Context: an optimization exercise on an open-source flow, tuned for small area and a short achievable clock period. The choices shown serve that exercise and are no tape-out recipe. In this exercise RTL edits were held to simulation tests only and were not proved equivalent to the original.

==> flow/design.v <==
module bcdToBinary(
	input [11:0] d,
	output [9:0] mag
);
	wire w1 = d[4] ^ d[9];
	wire w2 = d[4] & d[9];
	wire w3 = d[5] ^ d[10];
	wire w4 = d[5] & d[10];
	wire w5 = d[8] ^ d[6];
	wire w6 = d[8] & d[6];
	wire w7 = d[8] ^ d[9];
	wire w8 = d[8] & d[9];
	wire w9 = d[8] ^ d[5];
	wire w10 = d[8] & d[5];
	wire w11 = w1 ^ d[6] ^ d[3];
	wire w12 = (w1 & d[6]) | (w1 & d[3]) | (d[6] & d[3]);
	wire w13 = w2 ^ w3 ^ d[7];
	wire w14 = (w2 & w3) | (w2 & d[7]) | (w3 & d[7]);
	wire w15 = w4 ^ w5 ^ d[11];
	wire w16 = (w4 & w5) | (w4 & d[11]) | (w5 & d[11]);
	wire w17 = w6 ^ w7 ^ d[7];
	wire w18 = (w6 & w7) | (w6 & d[7]) | (w7 & d[7]);
	wire w19 = w8 ^ d[9] ^ d[10];
	wire w20 = (w8 & d[9]) | (w8 & d[10]) | (d[9] & d[10]);
	wire w21 = d[10] ^ d[11];
	wire w22 = d[10] & d[11];
	assign mag = {w22, w20, w18, w16, w14, w12, w10, w9, d[4], d[0]} + {d[11], w21, w19, w17, w15, w13, w11, d[2], d[1], 1'b0};
endmodule
module binaryToBcd(
	input [19:0] bin,
	output [23:0] bcd
);
	function [3:0] add3;
		input [3:0] d;
		case (d)
			4'd5: add3 = 4'd8;
			4'd6: add3 = 4'd9;
			4'd7: add3 = 4'd10;
			4'd8: add3 = 4'd11;
			4'd9: add3 = 4'd12;
			4'd10, 4'd11, 4'd12, 4'd13, 4'd14, 4'd15: add3 = 4'bxxxx;
			default: add3 = d;
		endcase
	endfunction
	reg [43:0] s;
	integer i, d;
	always @(*) begin
		s = {24'd0, bin};
		for (i = 0; i < 20; i = i + 1) begin
			for (d = 0; d < 6; d = d + 1)
				s[20 + 4*d +: 4] = add3(s[20 + 4*d +: 4]);
			s = s << 1;
		end
	end
	assign bcd = s[43:20];
endmodule
module seg7 (
	input [3:0] number,
	output reg [6:0] hex
);
	always @(*)
		case (number)
			4'd0: hex = 7'b1000000;
			4'd1: hex = 7'b1111001;
			4'd2: hex = 7'b0100100;
			4'd3: hex = 7'b0110000;
			4'd4: hex = 7'b0011001;
			4'd5: hex = 7'b0010010;
			4'd6: hex = 7'b0000010;
			4'd7: hex = 7'b1111000;
			4'd8: hex = 7'b0000000;
			4'd9: hex = 7'b0011000;
			default: hex = 7'b1111111;
		endcase
endmodule
module calculator(
	input Clock,
	input signA,
	input zeroA,             
	input [9:0] magA,
	input signB,
	input zeroB,
	input [9:0] magB,
	input sameMag,           
	input lessMag,           
	input [3:0] operator,
	output reg [19:0] answer,
	output reg sign
);
	wire isMul = (operator == 4'd13);
	wire load = (operator[3:2] == 2'b11) && (operator[1:0] != 2'b00);
	wire negA = signA & ~zeroA;
	wire negB = signB & ~zeroB;
	wire effB = negB ^ (operator[1:0] == 2'b10);
	wire diff = ~isMul & (negA ^ effB);      
	wire swap = diff & lessMag;               
	wire invB = diff & ~lessMag;              
	wire [9:0] y = isMul ? magB : {{9{swap}}, 1'b1};
	wire [9:0] r = {10{~isMul}} & (magB ^ {10{invB}});
	wire [19:0] p;
	multiplier u_mul (magA, y, r, invB, p);
	wire [19:0] next = {p[19:10] & {10{~diff}}, p[9:0]};
	wire nextSign = isMul ? (negA ^ negB) :
	                diff ? (swap ? effB : (negA & ~sameMag)) : negA;
	always @(posedge Clock)
		if (load) begin
			answer <= next;
			sign <= nextSign;
		end
endmodule
module multiplier(
	input [9:0] a,
	input [9:0] b,
	input [9:0] r,
	input cin,
	output [19:0] p
);
	wire pp0_0 = a[0] & b[0];
	wire pp0_1 = a[0] & b[1];
	wire pp0_2 = a[0] & b[2];
	wire pp0_3 = a[0] & b[3];
	wire pp0_4 = a[0] & b[4];
	wire pp0_5 = a[0] & b[5];
	wire pp0_6 = a[0] & b[6];
	wire pp0_7 = a[0] & b[7];
	wire pp0_8 = a[0] & b[8];
	wire pp0_9 = a[0] & b[9];
	wire pp1_0 = a[1] & b[0];
	wire pp1_1 = a[1] & b[1];
	wire pp1_2 = a[1] & b[2];
	wire pp1_3 = a[1] & b[3];
	wire pp1_4 = a[1] & b[4];
	wire pp1_5 = a[1] & b[5];
	wire pp1_6 = a[1] & b[6];
	wire pp1_7 = a[1] & b[7];
	wire pp1_8 = a[1] & b[8];
	wire pp1_9 = a[1] & b[9];
	wire pp2_0 = a[2] & b[0];
	wire pp2_1 = a[2] & b[1];
	wire pp2_2 = a[2] & b[2];
	wire pp2_3 = a[2] & b[3];
	wire pp2_4 = a[2] & b[4];
	wire pp2_5 = a[2] & b[5];
	wire pp2_6 = a[2] & b[6];
	wire pp2_7 = a[2] & b[7];
	wire pp2_8 = a[2] & b[8];
	wire pp2_9 = a[2] & b[9];
	wire pp3_0 = a[3] & b[0];
	wire pp3_1 = a[3] & b[1];
	wire pp3_2 = a[3] & b[2];
	wire pp3_3 = a[3] & b[3];
	wire pp3_4 = a[3] & b[4];
	wire pp3_5 = a[3] & b[5];
	wire pp3_6 = a[3] & b[6];
	wire pp3_7 = a[3] & b[7];
	wire pp3_8 = a[3] & b[8];
	wire pp3_9 = a[3] & b[9];
	wire pp4_0 = a[4] & b[0];
	wire pp4_1 = a[4] & b[1];
	wire pp4_2 = a[4] & b[2];
	wire pp4_3 = a[4] & b[3];
	wire pp4_4 = a[4] & b[4];
	wire pp4_5 = a[4] & b[5];
	wire pp4_6 = a[4] & b[6];
	wire pp4_7 = a[4] & b[7];
	wire pp4_8 = a[4] & b[8];
	wire pp4_9 = a[4] & b[9];
	wire pp5_0 = a[5] & b[0];
	wire pp5_1 = a[5] & b[1];
	wire pp5_2 = a[5] & b[2];
	wire pp5_3 = a[5] & b[3];
	wire pp5_4 = a[5] & b[4];
	wire pp5_5 = a[5] & b[5];
	wire pp5_6 = a[5] & b[6];
	wire pp5_7 = a[5] & b[7];
	wire pp5_8 = a[5] & b[8];
	wire pp5_9 = a[5] & b[9];
	wire pp6_0 = a[6] & b[0];
	wire pp6_1 = a[6] & b[1];
	wire pp6_2 = a[6] & b[2];
	wire pp6_3 = a[6] & b[3];
	wire pp6_4 = a[6] & b[4];
	wire pp6_5 = a[6] & b[5];
	wire pp6_6 = a[6] & b[6];
	wire pp6_7 = a[6] & b[7];
	wire pp6_8 = a[6] & b[8];
	wire pp6_9 = a[6] & b[9];
	wire pp7_0 = a[7] & b[0];
	wire pp7_1 = a[7] & b[1];
	wire pp7_2 = a[7] & b[2];
	wire pp7_3 = a[7] & b[3];
	wire pp7_4 = a[7] & b[4];
	wire pp7_5 = a[7] & b[5];
	wire pp7_6 = a[7] & b[6];
	wire pp7_7 = a[7] & b[7];
	wire pp7_8 = a[7] & b[8];
	wire pp7_9 = a[7] & b[9];
	wire pp8_0 = a[8] & b[0];
	wire pp8_1 = a[8] & b[1];
	wire pp8_2 = a[8] & b[2];
	wire pp8_3 = a[8] & b[3];
	wire pp8_4 = a[8] & b[4];
	wire pp8_5 = a[8] & b[5];
	wire pp8_6 = a[8] & b[6];
	wire pp8_7 = a[8] & b[7];
	wire pp8_8 = a[8] & b[8];
	wire pp8_9 = a[8] & b[9];
	wire pp9_0 = a[9] & b[0];
	wire pp9_1 = a[9] & b[1];
	wire pp9_2 = a[9] & b[2];
	wire pp9_3 = a[9] & b[3];
	wire pp9_4 = a[9] & b[4];
	wire pp9_5 = a[9] & b[5];
	wire pp9_6 = a[9] & b[6];
	wire pp9_7 = a[9] & b[7];
	wire pp9_8 = a[9] & b[8];
	wire pp9_9 = a[9] & b[9];
	wire m1 = pp0_8 ^ pp1_7;
	wire m2 = pp0_8 & pp1_7;
	wire m3 = pp0_9 ^ pp1_8 ^ pp2_7;
	wire m4 = (pp0_9 & pp1_8) | (pp0_9 & pp2_7) | (pp1_8 & pp2_7);
	wire m5 = pp3_6 ^ pp4_5;
	wire m6 = pp3_6 & pp4_5;
	wire m7 = pp1_9 ^ pp2_8 ^ pp3_7;
	wire m8 = (pp1_9 & pp2_8) | (pp1_9 & pp3_7) | (pp2_8 & pp3_7);
	wire m9 = pp0_5 ^ pp1_4;
	wire m10 = pp0_5 & pp1_4;
	wire m11 = pp0_6 ^ pp1_5 ^ pp2_4;
	wire m12 = (pp0_6 & pp1_5) | (pp0_6 & pp2_4) | (pp1_5 & pp2_4);
	wire m13 = pp3_3 ^ pp4_2;
	wire m14 = pp3_3 & pp4_2;
	wire m15 = pp0_7 ^ pp1_6 ^ pp2_5;
	wire m16 = (pp0_7 & pp1_6) | (pp0_7 & pp2_5) | (pp1_6 & pp2_5);
	wire m17 = pp3_4 ^ pp4_3 ^ pp5_2;
	wire m18 = (pp3_4 & pp4_3) | (pp3_4 & pp5_2) | (pp4_3 & pp5_2);
	wire m19 = pp6_1 ^ pp7_0;
	wire m20 = pp6_1 & pp7_0;
	wire m21 = m1 ^ pp2_6 ^ pp3_5;
	wire m22 = (m1 & pp2_6) | (m1 & pp3_5) | (pp2_6 & pp3_5);
	wire m23 = pp4_4 ^ pp5_3 ^ pp6_2;
	wire m24 = (pp4_4 & pp5_3) | (pp4_4 & pp6_2) | (pp5_3 & pp6_2);
	wire m25 = pp7_1 ^ pp8_0 ^ r[8];
	wire m26 = (pp7_1 & pp8_0) | (pp7_1 & r[8]) | (pp8_0 & r[8]);
	wire m27 = m2 ^ m3 ^ m5;
	wire m28 = (m2 & m3) | (m2 & m5) | (m3 & m5);
	wire m29 = pp5_4 ^ pp6_3 ^ pp7_2;
	wire m30 = (pp5_4 & pp6_3) | (pp5_4 & pp7_2) | (pp6_3 & pp7_2);
	wire m31 = pp8_1 ^ pp9_0 ^ r[9];
	wire m32 = (pp8_1 & pp9_0) | (pp8_1 & r[9]) | (pp9_0 & r[9]);
	wire m33 = m4 ^ m6 ^ m7;
	wire m34 = (m4 & m6) | (m4 & m7) | (m6 & m7);
	wire m35 = pp4_6 ^ pp5_5 ^ pp6_4;
	wire m36 = (pp4_6 & pp5_5) | (pp4_6 & pp6_4) | (pp5_5 & pp6_4);
	wire m37 = pp7_3 ^ pp8_2 ^ pp9_1;
	wire m38 = (pp7_3 & pp8_2) | (pp7_3 & pp9_1) | (pp8_2 & pp9_1);
	wire m39 = m8 ^ pp2_9 ^ pp3_8;
	wire m40 = (m8 & pp2_9) | (m8 & pp3_8) | (pp2_9 & pp3_8);
	wire m41 = pp4_7 ^ pp5_6 ^ pp6_5;
	wire m42 = (pp4_7 & pp5_6) | (pp4_7 & pp6_5) | (pp5_6 & pp6_5);
	wire m43 = pp7_4 ^ pp8_3 ^ pp9_2;
	wire m44 = (pp7_4 & pp8_3) | (pp7_4 & pp9_2) | (pp8_3 & pp9_2);
	wire m45 = pp3_9 ^ pp4_8 ^ pp5_7;
	wire m46 = (pp3_9 & pp4_8) | (pp3_9 & pp5_7) | (pp4_8 & pp5_7);
	wire m47 = pp6_6 ^ pp7_5 ^ pp8_4;
	wire m48 = (pp6_6 & pp7_5) | (pp6_6 & pp8_4) | (pp7_5 & pp8_4);
	wire m49 = pp4_9 ^ pp5_8 ^ pp6_7;
	wire m50 = (pp4_9 & pp5_8) | (pp4_9 & pp6_7) | (pp5_8 & pp6_7);
	wire m51 = pp0_3 ^ pp1_2;
	wire m52 = pp0_3 & pp1_2;
	wire m53 = pp0_4 ^ pp1_3 ^ pp2_2;
	wire m54 = (pp0_4 & pp1_3) | (pp0_4 & pp2_2) | (pp1_3 & pp2_2);
	wire m55 = pp3_1 ^ pp4_0;
	wire m56 = pp3_1 & pp4_0;
	wire m57 = m9 ^ pp2_3 ^ pp3_2;
	wire m58 = (m9 & pp2_3) | (m9 & pp3_2) | (pp2_3 & pp3_2);
	wire m59 = pp4_1 ^ pp5_0 ^ r[5];
	wire m60 = (pp4_1 & pp5_0) | (pp4_1 & r[5]) | (pp5_0 & r[5]);
	wire m61 = m10 ^ m11 ^ m13;
	wire m62 = (m10 & m11) | (m10 & m13) | (m11 & m13);
	wire m63 = pp5_1 ^ pp6_0 ^ r[6];
	wire m64 = (pp5_1 & pp6_0) | (pp5_1 & r[6]) | (pp6_0 & r[6]);
	wire m65 = m12 ^ m14 ^ m15;
	wire m66 = (m12 & m14) | (m12 & m15) | (m14 & m15);
	wire m67 = m17 ^ m19 ^ r[7];
	wire m68 = (m17 & m19) | (m17 & r[7]) | (m19 & r[7]);
	wire m69 = m16 ^ m18 ^ m20;
	wire m70 = (m16 & m18) | (m16 & m20) | (m18 & m20);
	wire m71 = m21 ^ m23 ^ m25;
	wire m72 = (m21 & m23) | (m21 & m25) | (m23 & m25);
	wire m73 = m22 ^ m24 ^ m26;
	wire m74 = (m22 & m24) | (m22 & m26) | (m24 & m26);
	wire m75 = m27 ^ m29 ^ m31;
	wire m76 = (m27 & m29) | (m27 & m31) | (m29 & m31);
	wire m77 = m28 ^ m30 ^ m32;
	wire m78 = (m28 & m30) | (m28 & m32) | (m30 & m32);
	wire m79 = m33 ^ m35 ^ m37;
	wire m80 = (m33 & m35) | (m33 & m37) | (m35 & m37);
	wire m81 = m34 ^ m36 ^ m38;
	wire m82 = (m34 & m36) | (m34 & m38) | (m36 & m38);
	wire m83 = m39 ^ m41 ^ m43;
	wire m84 = (m39 & m41) | (m39 & m43) | (m41 & m43);
	wire m85 = m40 ^ m42 ^ m44;
	wire m86 = (m40 & m42) | (m40 & m44) | (m42 & m44);
	wire m87 = m45 ^ m47 ^ pp9_3;
	wire m88 = (m45 & m47) | (m45 & pp9_3) | (m47 & pp9_3);
	wire m89 = m46 ^ m48 ^ m49;
	wire m90 = (m46 & m48) | (m46 & m49) | (m48 & m49);
	wire m91 = pp7_6 ^ pp8_5 ^ pp9_4;
	wire m92 = (pp7_6 & pp8_5) | (pp7_6 & pp9_4) | (pp8_5 & pp9_4);
	wire m93 = m50 ^ pp5_9 ^ pp6_8;
	wire m94 = (m50 & pp5_9) | (m50 & pp6_8) | (pp5_9 & pp6_8);
	wire m95 = pp7_7 ^ pp8_6 ^ pp9_5;
	wire m96 = (pp7_7 & pp8_6) | (pp7_7 & pp9_5) | (pp8_6 & pp9_5);
	wire m97 = pp6_9 ^ pp7_8 ^ pp8_7;
	wire m98 = (pp6_9 & pp7_8) | (pp6_9 & pp8_7) | (pp7_8 & pp8_7);
	wire m99 = pp0_2 ^ pp1_1;
	wire m100 = pp0_2 & pp1_1;
	wire m101 = m51 ^ pp2_1 ^ pp3_0;
	wire m102 = (m51 & pp2_1) | (m51 & pp3_0) | (pp2_1 & pp3_0);
	wire m103 = m52 ^ m53 ^ m55;
	wire m104 = (m52 & m53) | (m52 & m55) | (m53 & m55);
	wire m105 = m54 ^ m56 ^ m57;
	wire m106 = (m54 & m56) | (m54 & m57) | (m56 & m57);
	wire m107 = m58 ^ m60 ^ m61;
	wire m108 = (m58 & m60) | (m58 & m61) | (m60 & m61);
	wire m109 = m62 ^ m64 ^ m65;
	wire m110 = (m62 & m64) | (m62 & m65) | (m64 & m65);
	wire m111 = m66 ^ m68 ^ m69;
	wire m112 = (m66 & m68) | (m66 & m69) | (m68 & m69);
	wire m113 = m70 ^ m72 ^ m73;
	wire m114 = (m70 & m72) | (m70 & m73) | (m72 & m73);
	wire m115 = m74 ^ m76 ^ m77;
	wire m116 = (m74 & m76) | (m74 & m77) | (m76 & m77);
	wire m117 = m78 ^ m80 ^ m81;
	wire m118 = (m78 & m80) | (m78 & m81) | (m80 & m81);
	wire m119 = m82 ^ m84 ^ m85;
	wire m120 = (m82 & m84) | (m82 & m85) | (m84 & m85);
	wire m121 = m86 ^ m88 ^ m89;
	wire m122 = (m86 & m88) | (m86 & m89) | (m88 & m89);
	wire m123 = m90 ^ m92 ^ m93;
	wire m124 = (m90 & m92) | (m90 & m93) | (m92 & m93);
	wire m125 = m94 ^ m96 ^ m97;
	wire m126 = (m94 & m96) | (m94 & m97) | (m96 & m97);
	wire m127 = m98 ^ pp7_9 ^ pp8_8;
	wire m128 = (m98 & pp7_9) | (m98 & pp8_8) | (pp7_9 & pp8_8);
	wire m129 = pp0_0 ^ r[0];
	wire m130 = pp0_0 & r[0];
	wire m131 = pp0_1 ^ pp1_0 ^ r[1];
	wire m132 = (pp0_1 & pp1_0) | (pp0_1 & r[1]) | (pp1_0 & r[1]);
	wire m133 = m99 ^ pp2_0 ^ r[2];
	wire m134 = (m99 & pp2_0) | (m99 & r[2]) | (pp2_0 & r[2]);
	wire m135 = m100 ^ m101 ^ r[3];
	wire m136 = (m100 & m101) | (m100 & r[3]) | (m101 & r[3]);
	wire m137 = m102 ^ m103 ^ r[4];
	wire m138 = (m102 & m103) | (m102 & r[4]) | (m103 & r[4]);
	wire m139 = m104 ^ m105 ^ m59;
	wire m140 = (m104 & m105) | (m104 & m59) | (m105 & m59);
	wire m141 = m106 ^ m107 ^ m63;
	wire m142 = (m106 & m107) | (m106 & m63) | (m107 & m63);
	wire m143 = m108 ^ m109 ^ m67;
	wire m144 = (m108 & m109) | (m108 & m67) | (m109 & m67);
	wire m145 = m110 ^ m111 ^ m71;
	wire m146 = (m110 & m111) | (m110 & m71) | (m111 & m71);
	wire m147 = m112 ^ m113 ^ m75;
	wire m148 = (m112 & m113) | (m112 & m75) | (m113 & m75);
	wire m149 = m114 ^ m115 ^ m79;
	wire m150 = (m114 & m115) | (m114 & m79) | (m115 & m79);
	wire m151 = m116 ^ m117 ^ m83;
	wire m152 = (m116 & m117) | (m116 & m83) | (m117 & m83);
	wire m153 = m118 ^ m119 ^ m87;
	wire m154 = (m118 & m119) | (m118 & m87) | (m119 & m87);
	wire m155 = m120 ^ m121 ^ m91;
	wire m156 = (m120 & m121) | (m120 & m91) | (m121 & m91);
	wire m157 = m122 ^ m123 ^ m95;
	wire m158 = (m122 & m123) | (m122 & m95) | (m123 & m95);
	wire m159 = m124 ^ m125 ^ pp9_6;
	wire m160 = (m124 & m125) | (m124 & pp9_6) | (m125 & pp9_6);
	wire m161 = m126 ^ m127 ^ pp9_7;
	wire m162 = (m126 & m127) | (m126 & pp9_7) | (m127 & pp9_7);
	wire m163 = m128 ^ pp8_9 ^ pp9_8;
	wire m164 = (m128 & pp8_9) | (m128 & pp9_8) | (pp8_9 & pp9_8);
	assign p = {1'b0, m164, m162, m160, m158, m156, m154, m152, m150, m148, m146, m144, m142, m140, m138, m136, m134, m132, m130, m129} + {1'b0, pp9_9, m163, m161, m159, m157, m155, m153, m151, m149, m147, m145, m143, m141, m139, m137, m135, m133, m131, cin};
endmodule
module calc_core (
	input clk,
	input [12:0] op_a,       
	input [12:0] op_b,       
	input [3:0] operator,    
	output [6:0] hex0,       
	output [6:0] hex1,
	output [6:0] hex2,
	output [6:0] hex3,
	output [6:0] hex4,
	output [6:0] hex5,       
	output [6:0] hex6        
);
	wire [9:0] magA, magB;
	bcdToBinary u_bin1 (op_a[11:0], magA);
	bcdToBinary u_bin2 (op_b[11:0], magB);
	wire zeroA = (op_a[11:0] == 12'd0);
	wire zeroB = (op_b[11:0] == 12'd0);
	wire sameMag = (op_a[11:0] == op_b[11:0]);
	wire lessMag = (op_a[11:0] < op_b[11:0]);
	wire [19:0] answer;
	wire sign;
	calculator u_calc (clk, op_a[12], zeroA, magA, op_b[12], zeroB, magB, sameMag, lessMag, operator, answer, sign);
	wire [23:0] bcd;
	binaryToBcd u_bcd (answer, bcd);
	seg7 u_seg0 (bcd[3:0], hex0);
	seg7 u_seg1 (bcd[7:4], hex1);
	seg7 u_seg2 (bcd[11:8], hex2);
	seg7 u_seg3 (bcd[15:12], hex3);
	seg7 u_seg4 (bcd[19:16], hex4);
	seg7 u_seg5 (bcd[23:20], hex5);
	assign hex6 = sign ? 7'b0111111 : 7'b1000000;
endmodule
==> flow/flow/run.sh <==
#!/bin/bash
# Own layout flow: the standard ORFS flow (standard.sh), with synthesis
# mapping logic with flow/abc_area.script and without adder cells, and the
# extra make variables listed one per line in flow/make_args.txt.
set -euo pipefail
WORK=$(pwd)
rm -rf "$WORK/scripts_own"
cp -r "$FLOW_HOME/scripts" "$WORK/scripts_own"
cp "$WORK/flow/abc_area.script" "$WORK/scripts_own/abc_area.script"
ARGS=()
if [ -f "$WORK/flow/make_args.txt" ]; then
  while IFS= read -r line; do
    [ -n "$line" ] && ARGS+=("$line")
  done < "$WORK/flow/make_args.txt"
fi
bash standard.sh finish ABC_AREA=1 ADDER_MAP_FILE= SCRIPTS_DIR="$WORK/scripts_own" "${ARGS[@]}" > "$WORK/flow_make.log" 2>&1
==> flow/flow/abc_area.script <==
strash
dch
map -B 0.9
topo
stime -c
buffer -c
upsize -c
dnsize -c
==> flow/flow/make_args.txt <==
BUFFER_PORTS_ARGS=-buffer_cell sky130_fd_sc_hd__buf_2
SETUP_SLACK_MARGIN=11
==> flow/standard.sh <==
#!/bin/bash
# synth_recipe.tcl (not shown) runs the flow's synth.tcl, then flattens the netlist and writes it again
# the make line also repeats each setting of config.mk as NAME=value (left out here)
make -C /OpenROAD-flow-scripts/flow DESIGN_CONFIG=/design/flow/config.mk WORK_HOME=/design/flow/orfs CLKGATE_MAP_FILE= SYNTH_SCRIPT=/design/flow/synth_recipe.tcl "${@:-finish}"
==> flow/config.mk <==
export PLATFORM = sky130hd
export DESIGN_NAME = calc_core
export DESIGN_NICKNAME = calc_core
export VERILOG_FILES = /design/flow/design.v
export SDC_FILE = /design/flow/constraint.sdc
export NUM_CORES = 4
export LEC_CHECK = 0
export ABC_AREA = 1
export CAP_MARGIN = 20
export CORE_MARGIN = 2
export CORE_UTILIZATION = 60
export SLEW_MARGIN = 20
==> flow/constraint.sdc <==
create_clock -name core_clock -period 20.0 [get_ports {clk}]
set_input_delay 4.0000 -clock core_clock [delete_from_list [all_inputs] [get_ports {clk}]]
set_output_delay 4.0000 -clock core_clock [all_outputs]
set_load 0.01 [all_outputs]
==> flow_summary.ini, run 1 <==
[logic_synthesis]
synth_edf_count = 21
ys_warn_count = 3
ys.flop_type = edfxtp_1
avgSynthCellArea_sq_um = 4.88
synthCells = 2044
synth_cell_types = 51
ys_top_cells_by_area = nand2_1, inv_1, nor2_1
netlist_area_sq_um = 9970
synth_top_area_share_pct = 26.1
ys_ff_latch = 21
ys_seq_area_share_pct = 6.33
async_reset_ff_share_pct = 0
synth.largest_area_cell = nand2_1
synth_fp_nets = 2075

[clocking]
htreeDepth = 1
cts.sinks = 21
cts_root_buf = clkbuf_16
cts_buffers = 3
clockBufferDepth = 2

[run_status]
stop_stage = global routing
error_line = [ERROR DPL-0038] Utilization greater than 100%, impossible to legalize
status = did not finish

[place]
gp_congestion = 0.935
dp.cells = 2327
hpwl_mm = 21.5
pre_cts_slack_ns = 9.65
port_buffers = 79

[sta]
grt-worst-endpoint = hex3[5]
worst_endpoint_kind = primary output

[floorplan]
rows = 47
ios = 80
start_util_pct = 60.7
fp.dieW_um = 133
die_h_um = 133

[global_route]
grt_max_degree = 22
==> logic make-up after synthesis <==
kind of cell / synth area share, %
AND/OR/NAND/NOR: 51.1
buffers and inverters: 15.0
AO/OA/AOI/OAI: 18.7
XOR/XNOR: 8.96
flip-flops: 6.33
==> Yosys cell counts (2+ instances only) <==
library cell  number
clkinv_1           3
o21bai_1           4
clkbuf_1           7
nor4_1             4
o22ai_2            3
nand2_2           22
o211ai_1           6
and3_1             2
xnor2_1           31
or2_2             28
nor3_1            13
and2_1             8
or2_1             12
o31ai_1            2
nor2_1           262
o21ai_1           68
nand2_1          693
o2111ai_1          2
a22oi_1            6
a31oi_1            4
inv_2             76
a21oi_1           86
o21ai_2           17
a21oi_2           12
o22ai_1           16
nand3_1          127
o21ai_0           69
o21a_1             5
a21o_1             3
nand4_1           12
nor2_2            17
nand3b_1           5
inv_1            294
a21boi_0           5
buf_4              6
buf_2              4
edfxtp_1          21
nor2_4             3
nand3_2            4
xor2_1            71
==> worst max-delay path by stage <==
stage | slack (ns) | end | depth (start not counted)
floorplan | 10.59 | hex2[0] | 59
global placement | 9.83 | hex3[5] | 51
detailed placement | 9.65 | hex2[3] | 61
CTS | 9.71 | hex3[5] | 52
==> stage by stage <==
stage / hold WS [ns] / util [%] / area (sq um)
2_1_floorplan: 4.37 / - / 10500
3_3_place_gp: 4.54 / 67.3 / 11000
3_5_place_dp: 4.55 / 67.3 / 11000
4_1_cts: 4.34 / 89.8 / 14700
==> repair_timing <==
action	4_1_cts
hold buffers	0
setup buffers	216
pin swaps	225
endpoints found under the setup margin	51
resized for setup	535
==> inputs of run 2 (changes only) <==
==> flow/flow/make_args.txt (replaced) <==
BUFFER_PORTS_ARGS=-buffer_cell sky130_fd_sc_hd__buf_2
==> run 2 against run 1 <==
The run now finishes clean. Synthesized cell count unchanged. Synthesized area unchanged.
==> flow_summary.ini, run 2 <==
[floorplan]
design.die.area_sq_um = 17700
fp.coreArea_sq_um = 16400
ios = 80
rows = 47
fp.dieW_um = 133
start_util_pct = 60.7
die_h_um = 133

[logic_synthesis]
synthCells = 2044
synthXorXnorAreaFrac_pct = 8.96
ys_ff_latch = 21
synth_fp_nets = 2075
ys_top_cells_by_area = nand2_1, inv_1, nor2_1
synthAdderAreaFrac_pct = 0
synth_top_family_by_area = simple AND/OR/NAND/NOR gates
synth.largest_area_cell = nand2_1
synthMuxAreaShare_pct = 0
yosys.area_share.simple_pct = 51.1
async_reset_ff_share_pct = 0
ys_warn_count = 3
synthTopCellsByCount = nand2_1, inv_1, nor2_1, nand3_1, a21oi_1
synth_compound_gate_area_share_pct = 18.7
netlist_area_sq_um = 9970
synth_cell_types = 51
avgSynthCellArea_sq_um = 4.88
ys.flop_type = edfxtp_1
synth_edf_count = 21
ys_seq_area_share_pct = 6.33
synth_most_common_cell = nand2_1
synth_top_area_share_pct = 26.1

[clocking]
cts_buffers = 3
clockBufferDepth = 2
cts_setup_buffers = 0
cts.sinks = 21
cts_resized = 0
cts_hold_buf = 0
cts_tree = yes
cts_root_buf = clkbuf_16
htreeDepth = 1
path_clk_slew_ns = 0.05

[sta]
setup_tns_ns = 0
worst_slew_pin_slew_ns = 0.942
hold_viol_final = 0
fmax_ghz = 0.0938
finalSetupViolations = 0
timing.final.crit_share_pct = 53.3
slew_violations = 0
slew_headroom_pct = 36.8
rsz0062_at_grt = false
fin_crit_ns = 10.66

[drt]
vias = 11800
post_drt_wl_per_cell_um = 10.6
drt-total-wl_mm = 24.6
via_per_inst = 5.08
drt_iter0_markers = 621
drtAntennaViolNets = 0
drc = 0
drtPass1Iterations = 5

[place]
dp.cells = 2327
port_buffers = 79
hpwl_mm = 21.3
gp_congestion = 1.03

[flow_run]
max-cap-violations = 0

[global_route]
grt_pass1_vias = 10200
track_usage_pct = 27.5
grt_pass1_wl_mm = 42.2
grt_max_degree = 22
antenna_found_initial = 0
grt-ovfl-total = 0

[cells_and_area]
synthToLayoutAreaGrowth_pct = 6.80
diodes = 0
largest_reg_flops = 20
final_util_pct = 64.9
top_register = u_calc.answer
fin_cells = 2331
reg.largest.list = u_calc.answer (20), u_calc.sign (1)
final_cell_mix = nand2_1, inv_1, nor2_1
nFillCells = 1706
drive_gt1_share_pct = 12.9
nets = 2143
layout_commonest_cell = nand2_1

[hold_path]
hp-class = primary input to register

[critical_path]
critPathMaxStageDelay_ns = 0.50
critPathKind = register to output pin
slowest_stage = edfxtp_1
end_kind = output pin
crit_path_frequent_cell = nand2_1
cp-start-kind = register
crit_arrival_ns = 6.66
crit_fanout = 7
cp.required_ns = 16.00

[run_status]
status = complete, no violations
==> run 2: cell counts after synthesis <==
No cell type changed its count.
==> run 2: worst paths after layout <==
path / start / endpoint / slack (ns) / depth (start not counted)
hold / removal: operator[3] / u_calc.answer[17] / 4.28 / 3
setup / recovery: u_calc.answer[18] / hex4[5] / 9.34 / 53
==> run 2: layout make-up <==
| cell class | count | area (sq um) | area share, % |
|---|---|---|---|
| sequential | 21 | 631 | 5.92 |
| multi-input combinational | 1633 | 7860 | 73.8 |
| clock inverter | 1 | 5.00 | 0.0470 |
| tap | 220 | 275 | 2.59 |
| inverter | 373 | 1400 | 13.2 |
| clock buffer | 3 | 75.1 | 0.705 |
| timing repair buffer | 80 | 403 | 3.78 |
==> run 2: worst max-delay path: cells and delay by family, from the launching register on <==
| kind | cells | cell delay (ns) |
|---|---|---|
| buffers and inverters | 8 | 0.65 |
| AOI/OAI and AO/OA | 12 | 2.00 |
| and+or+nand+nor | 33 | 3.26 |
| DFF | 1 | 0.50 |
==> run 2: cells by family (layout without fill, tap and decap cells) <==
group                  after synthesis  in the layout
AO/OA/AOI/OAI                      315            315
buffers and inverters              390            457
flip-flops                          21             21
XOR/XNOR                           102            102
AND/OR/NAND/NOR                   1216           1216
==> run 2: layer usage <==
layer / wire [um] / global-route usage, %
met1: 11100 / 33.5
met2: 11900 / 52.2
met3: 972 / 0.920
met4: 638 / 8.12
met5: 0 / 0
==> run 2: metrics by stage <==
stage	cell area (sq um)	worst slack, ns	hold slack (ns)
6_report	10600	9.34	4.28
2_1_floorplan	9970	10.54	4.38
5_1_grt	10600	8.30	4.33
3_5_place_dp	10600	9.67	4.56
3_3_place_gp	10600	9.80	4.55
4_1_cts	10600	9.38	4.28
==> inputs of run 3 (changes only) <==
==> flow/flow/make_args.txt (replaced) <==
BUFFER_PORTS_ARGS=-buffer_cell sky130_fd_sc_hd__buf_2
SETUP_SLACK_MARGIN=9.7
--- a/flow/config.mk
+++ b/flow/config.mk
@@ -9,4 +9,4 @@
 export CAP_MARGIN = 20
 export CORE_MARGIN = 2
-export CORE_UTILIZATION = 60
+export CORE_UTILIZATION = 45
 export SLEW_MARGIN = 20
==> run 3 against run 2 <==
Worst setup slack got worse by 0.66 ns. Largest cell class unchanged. Global-route usage fell by 4.6 points. Non-clock buffer count rose by 124. Sequential share of layout area fell by 1.5 points. Critical endpoint is now hex1[6].
==> flow_summary.ini, run 3 <==
[global_route]
grt_pass1_vias = 11000
grt_max_degree = 22
track_usage_pct = 22.9
grt-ovfl-total = 0
antenna_found_initial = 0
grt_pass1_wl_mm = 47.0

[floorplan]
fp.dieW_um = 153
fp.coreArea_sq_um = 21800
die_h_um = 153
design.die.area_sq_um = 23400
rows = 54
ios = 80
start_util_pct = 45.8

[place]
port_buffers = 79
gp_congestion = 0.987
hpwl_mm = 21.9

[hold_path]
hp-class = primary input to register
hold_depth = 5
min_to = u_calc.sign
min-delay-start = op_b[12]

[clocking]
cts_tree = yes
htreeDepth = 1
cts_root_buf = clkbuf_16
clockBufferDepth = 2
cts.sinks = 21
cts_hold_buf = 0
path_clk_slew_ns = 0.06
cts_buffers = 3

[cells_and_area]
nFillCells = 1855
largest_reg_flops = 20
reg.largest.list = u_calc.answer (20), u_calc.sign (1)
drive_gt1_share_pct = 36.0
final_cell_mix = nand2_1, inv_1, nor2_1
multi_input_area_sq_um = 10400
top_register = u_calc.answer
layout_commonest_cell = nand2_1
nets = 2267
regArea_sq_um = 631
diodes = 0
synthToLayoutAreaGrowth_pct = 44.3

[drt]
post_drt_wl_per_cell_um = 14.1
drt-total-wl_mm = 35.4
vias = 13400
drtAntennaViolNets = 0
drc = 0
drt_iter0_markers = 712
via_per_inst = 5.32
drtPass1Iterations = 5

[critical_path]
crit_path_frequent_cell = nand2_2
critPathKind = register to output pin
slowest_stage = edfxtp_1
crit_fanout = 7
critPathMaxStageDelay_ns = 0.49
end_kind = output pin
crit_arrival_ns = 7.32
cp.required_ns = 16.00
cp-start-kind = register

[logic_synthesis]
synth_cell_types = 51
async_reset_ff_share_pct = 0
synth_top_area_share_pct = 26.1
ys_warn_count = 3
synth_edf_count = 21
avgSynthCellArea_sq_um = 4.88
ys.flop_type = edfxtp_1
synth_most_common_cell = nand2_1
synth.largest_area_cell = nand2_1
ys_top_cells_by_area = nand2_1, inv_1, nor2_1
synthTopCellsByCount = nand2_1, inv_1, nor2_1, nand3_1, a21oi_1
synthCells = 2044
netlist_area_sq_um = 9970
ys_ff_latch = 21
ys_seq_area_share_pct = 6.33
synth_fp_nets = 2075

[sta]
setup_tns_ns = 0
fin_crit_ns = 11.32
finalSetupViolations = 0
hold_viol_final = 0
timing.final.crit_share_pct = 56.6
slew_headroom_pct = 49.7
rsz0062_at_grt = true
slew_violations = 0
worst_slew_pin_slew_ns = 0.746
fmax_ghz = 0.0884

[flow_run]
max-cap-violations = 0

[run_status]
status = complete, no violations
==> run 3: cell counts after synthesis <==
Identical to the previous run, type by type.
==> run 3: cells by family after synthesis <==
logic type / count (synthesis) / synth area share [%]
XOR/XNOR: 102 / 8.96
AO/OA/AOI/OAI: 315 / 18.7
buffers and inverters: 390 / 15.0
flip-flops: 21 / 6.33
AND/OR/NAND/NOR: 1216 / 51.1
==> run 3: layer usage <==
layer,routed length [um],global-route usage [%],part of all wire (%)
met1,14100,28.2,40
met3,1430,0.794,4.0
met2,18100,43.7,51
met5,0,0,0
met4,1730,5.51,4.9
==> run 3: worst max-delay path by stage <==
stage | start | endpoint | slack [ns]
after floorplan | u_calc.answer[17] | hex2[0] | 10.54
after global placement | op_b[9] | u_calc.answer[18] | 9.74
after detailed placement | u_calc.answer[17] | hex4[3] | 9.67
after CTS | u_calc.answer[18] | hex0[5] | 9.63
after global routing | u_calc.answer[17] | hex1[4] | 8.44
final | u_calc.answer[17] | hex1[6] | 8.68
==> run 3: through the flow <==
step                      std cells  setup slack [ns]  hold WS, ns  utilization [%]  instance area [sq um]
after global routing           2515              8.44         4.31             66.1                  14400
after CTS                      2427              9.63         4.29             53.9                  11700
after floorplan                2044             10.54         4.38                -                   9970
final                          2515              8.68         4.29             66.1                  14400
after global placement         2389              9.74         4.54             48.9                  10600
after detailed placement       2389              9.67         4.55             48.9                  10600
==> run 3: area by class of cell <==
type / count / area share (%)
Clock buffer: 3 / 0.522
Inverter: 373 / 10.1
Tap cell: 280 / 2.44
Multi-Input combinational cell: 1633 / 72.4
Timing Repair Buffer: 204 / 10.2
Sequential cell: 21 / 4.38
Clock inverter: 1 / 0.0348
==> run 3: critical path: cells and delay by family, from the launching register on <==
family                 cells  cell delay [ns]
flip-flops                 1             0.49
AND/OR/NAND/NOR           36             4.08
buffers and inverters      9             1.00
AO/OA/AOI/OAI             11             1.47
==> run 3: timing repair <==
| item | CTS | global route |
|---|---|---|
| resized for setup | 194 | 467 |
| buffers inserted | 34 | 88 |
| endpoints found under the setup margin | 42 | 49 |
| pin swaps | 50 | 179 |
==> inputs of run 4 (changes only) <==
==> flow/flow/make_args.txt (replaced) <==
BUFFER_PORTS_ARGS=-buffer_cell sky130_fd_sc_hd__buf_2
--- a/flow/config.mk
+++ b/flow/config.mk
@@ -9,4 +9,4 @@
 export CAP_MARGIN = 20
 export CORE_MARGIN = 2
-export CORE_UTILIZATION = 45
+export CORE_UTILIZATION = 75
 export SLEW_MARGIN = 20
==> run 4 against run 3 <==
Highest routed layer unchanged. Largest cell class unchanged. Via count down 4.3%. Routed wire length down 22%. Critical path type unchanged. Critical path depth up 2. Final area down 26%.
==> flow_summary.ini, run 4 <==
[run_status]
status = complete, no violations

[logic_synthesis]
synth.largest_area_cell = nand2_1
synthTopCellsByCount = nand2_1, inv_1, nor2_1, nand3_1, a21oi_1
synth_top_family_by_area = simple AND/OR/NAND/NOR gates
synth_most_common_cell = nand2_1
synthXorXnorAreaFrac_pct = 8.96
avgSynthCellArea_sq_um = 4.88
synth_compound_gate_area_share_pct = 18.7
ys_warn_count = 3
synth_fp_nets = 2075
synth_top_area_share_pct = 26.1
synthCells = 2044
ys_seq_area_share_pct = 6.33
netlist_area_sq_um = 9970
synth_cell_types = 51
synth_edf_count = 21
ys.flop_type = edfxtp_1
yosys.area_share.simple_pct = 51.1
async_reset_ff_share_pct = 0
synthMuxAreaShare_pct = 0
ys_ff_latch = 21
ys_top_cells_by_area = nand2_1, inv_1, nor2_1
synthAdderAreaFrac_pct = 0

[clocking]
path_clk_slew_ns = 0.06
cts_setup_buffers = 0
cts_resized = 0
clockBufferDepth = 2
cts_tree = yes
cts_root_buf = clkbuf_16
cts_hold_buf = 0
htreeDepth = 1
cts_buffers = 3
cts.sinks = 21

[sta]
hold_viol_final = 0
worst_slew_pin_slew_ns = 0.996
fmax_ghz = 0.0918
timing.final.crit_share_pct = 54.4
finalSetupViolations = 0
fin_crit_ns = 10.89
slew_headroom_pct = 33.2
slew_violations = 0
rsz0062_at_grt = false
setup_tns_ns = 0

[critical_path]
crit_path_frequent_cell = nand2_1
slowest_stage = edfxtp_1
crit_fanout = 7
end_kind = output pin
critPathMaxStageDelay_ns = 0.50
crit_arrival_ns = 6.89
cp.required_ns = 16.00
critPathKind = register to output pin
cp-start-kind = register

[global_route]
grt_pass1_wl_mm = 47.1
grt-ovfl-total = 0
grt_max_degree = 22
track_usage_pct = 38.1
antenna_found_initial = 0
grt_pass1_vias = 11700

[cells_and_area]
largest_reg_flops = 20
top_register = u_calc.answer
final_design_area_no_fill_sq_um = 10600
synthToLayoutAreaGrowth_pct = 6.25
regArea_sq_um = 631
layout_commonest_cell = nand2_1
final_cell_mix = nand2_1, inv_1, nor2_1
multi_input_area_sq_um = 7860
nets = 2143
nFillCells = 980
diodes = 0
drive_gt1_share_pct = 12.9
reg.largest.list = u_calc.answer (20), u_calc.sign (1)
fin_cells = 2287

[floorplan]
ios = 80
fp.coreArea_sq_um = 13100
die_h_um = 119
design.die.area_sq_um = 14200
fp.dieW_um = 119
rows = 42
start_util_pct = 76.2

[place]
gp_congestion = 1.10
port_buffers = 79
hpwl_mm = 22.7
dpl_cell_area_sq_um = 10500
dp.cells = 2283

[drt]
drtPass1Iterations = 6
drtAntennaViolNets = 0
vias = 12800
drt_iter0_markers = 1199
via_per_inst = 5.60
drc = 0
post_drt_wl_per_cell_um = 12.1
drt-total-wl_mm = 27.6

[hold_path]
hp-class = primary input to register

[flow_run]
max-cap-violations = 0
[run 4: changes by cell type in the layout (fill, tap and decap cells not counted), moves of 37 or more]
cell	previous run	this run
buf_4	102	1
nand3_1	60	127
nand3_4	37	0
nand2_4	69	0
nor2_1	212	262
o21ai_1	31	68
nand2_2	124	22
nand2_1	521	693
[run 4: through the flow]
step	hold slack, ns	util (%)	setup WS, ns
final	4.30	80.9	9.11
after global routing	4.32	80.9	8.17
after CTS	4.30	80.9	9.26
after detailed placement	4.56	80.3	9.56
after global placement	4.54	80.3	9.85
after floorplan	4.38	-	10.54
[run 4: kinds of logic after synthesis]
| family | after synthesis |
|---|---|
| AND/OR/NAND/NOR | 1216 |
| XOR/XNOR | 102 |
| flip-flops | 21 |
| AO/OA/AOI/OAI | 315 |
| buffers and inverters | 390 |
[run 4: worst max-delay path, delay by kind of cell, from the launching register on]
| kind | cells | cell delay [ns] |
|---|---|---|
| AND/OR/NAND/NOR | 42 | 4.61 |
| AO/OA/AOI/OAI | 5 | 0.58 |
| buffers and inverters | 11 | 0.92 |
| flip-flops | 1 | 0.50 |
[run 4: metal layers]
metal,vias to the layer above,GRT usage (%),share of wire (%)
met1,5551,41.8,39
met5,-,0,0
li1,6518,-,-
met4,0,19.3,4.4
met3,133,3.35,6.5
met2,609,72.4,50
[run 4: area by class of cell]
type / count / area share [%]
Clock buffer: 3 / 0.709
Clock inverter: 1 / 0.0473
Inverter: 373 / 13.2
Multi-Input combinational cell: 1633 / 74.2
Sequential cell: 21 / 5.95
Tap cell: 176 / 2.08
Timing Repair Buffer: 80 / 3.80
[run 4: worst paths after layout]
path                     startpoint          end  slack [ns]  depth (start not counted)
setup / recovery  u_calc.answer[18]      hex2[0]        9.11                         58
hold / removal          operator[3]  u_calc.sign        4.30                          3

[what the ideal ports hide]
The flow's constraints put no driver on any port. The routed layouts listed below were extracted and timed again, unchanged, in two steps.
Step 1 assumes that a clkbuf_16 drives the clock port and a buf_2 every other input.
Step 2 times the ports against the registers' clock, not the clock port: input delays grow and output delays shrink by t, the midpoint of the rising clock arrivals with the driver on.
Three values: no drivers, after step 1, after step 2; two values: the first two.
| run | shift t [ns] | slack for setup (ns) | hold slack, ns | slew at the worst register clock pin (ns) | cell pins on the clock port's net |
|---|---|---|---|---|---|
| run 2 | 0.291 | 9.340 / 9.306 / 9.597 | 4.278 / 4.263 / 4.554 | 0.05 / 0.05 | 1 |
| run 3 | 0.300 | 8.682 / 8.641 / 8.941 | 4.291 / 4.273 / 4.571 | 0.06 / 0.06 | 1 |
| run 4 | 0.304 | 9.110 / 9.070 / 9.348 | 4.300 / 4.279 / 4.583 | 0.06 / 0.06 | 1 |
After both steps every run listed still meets setup and hold.
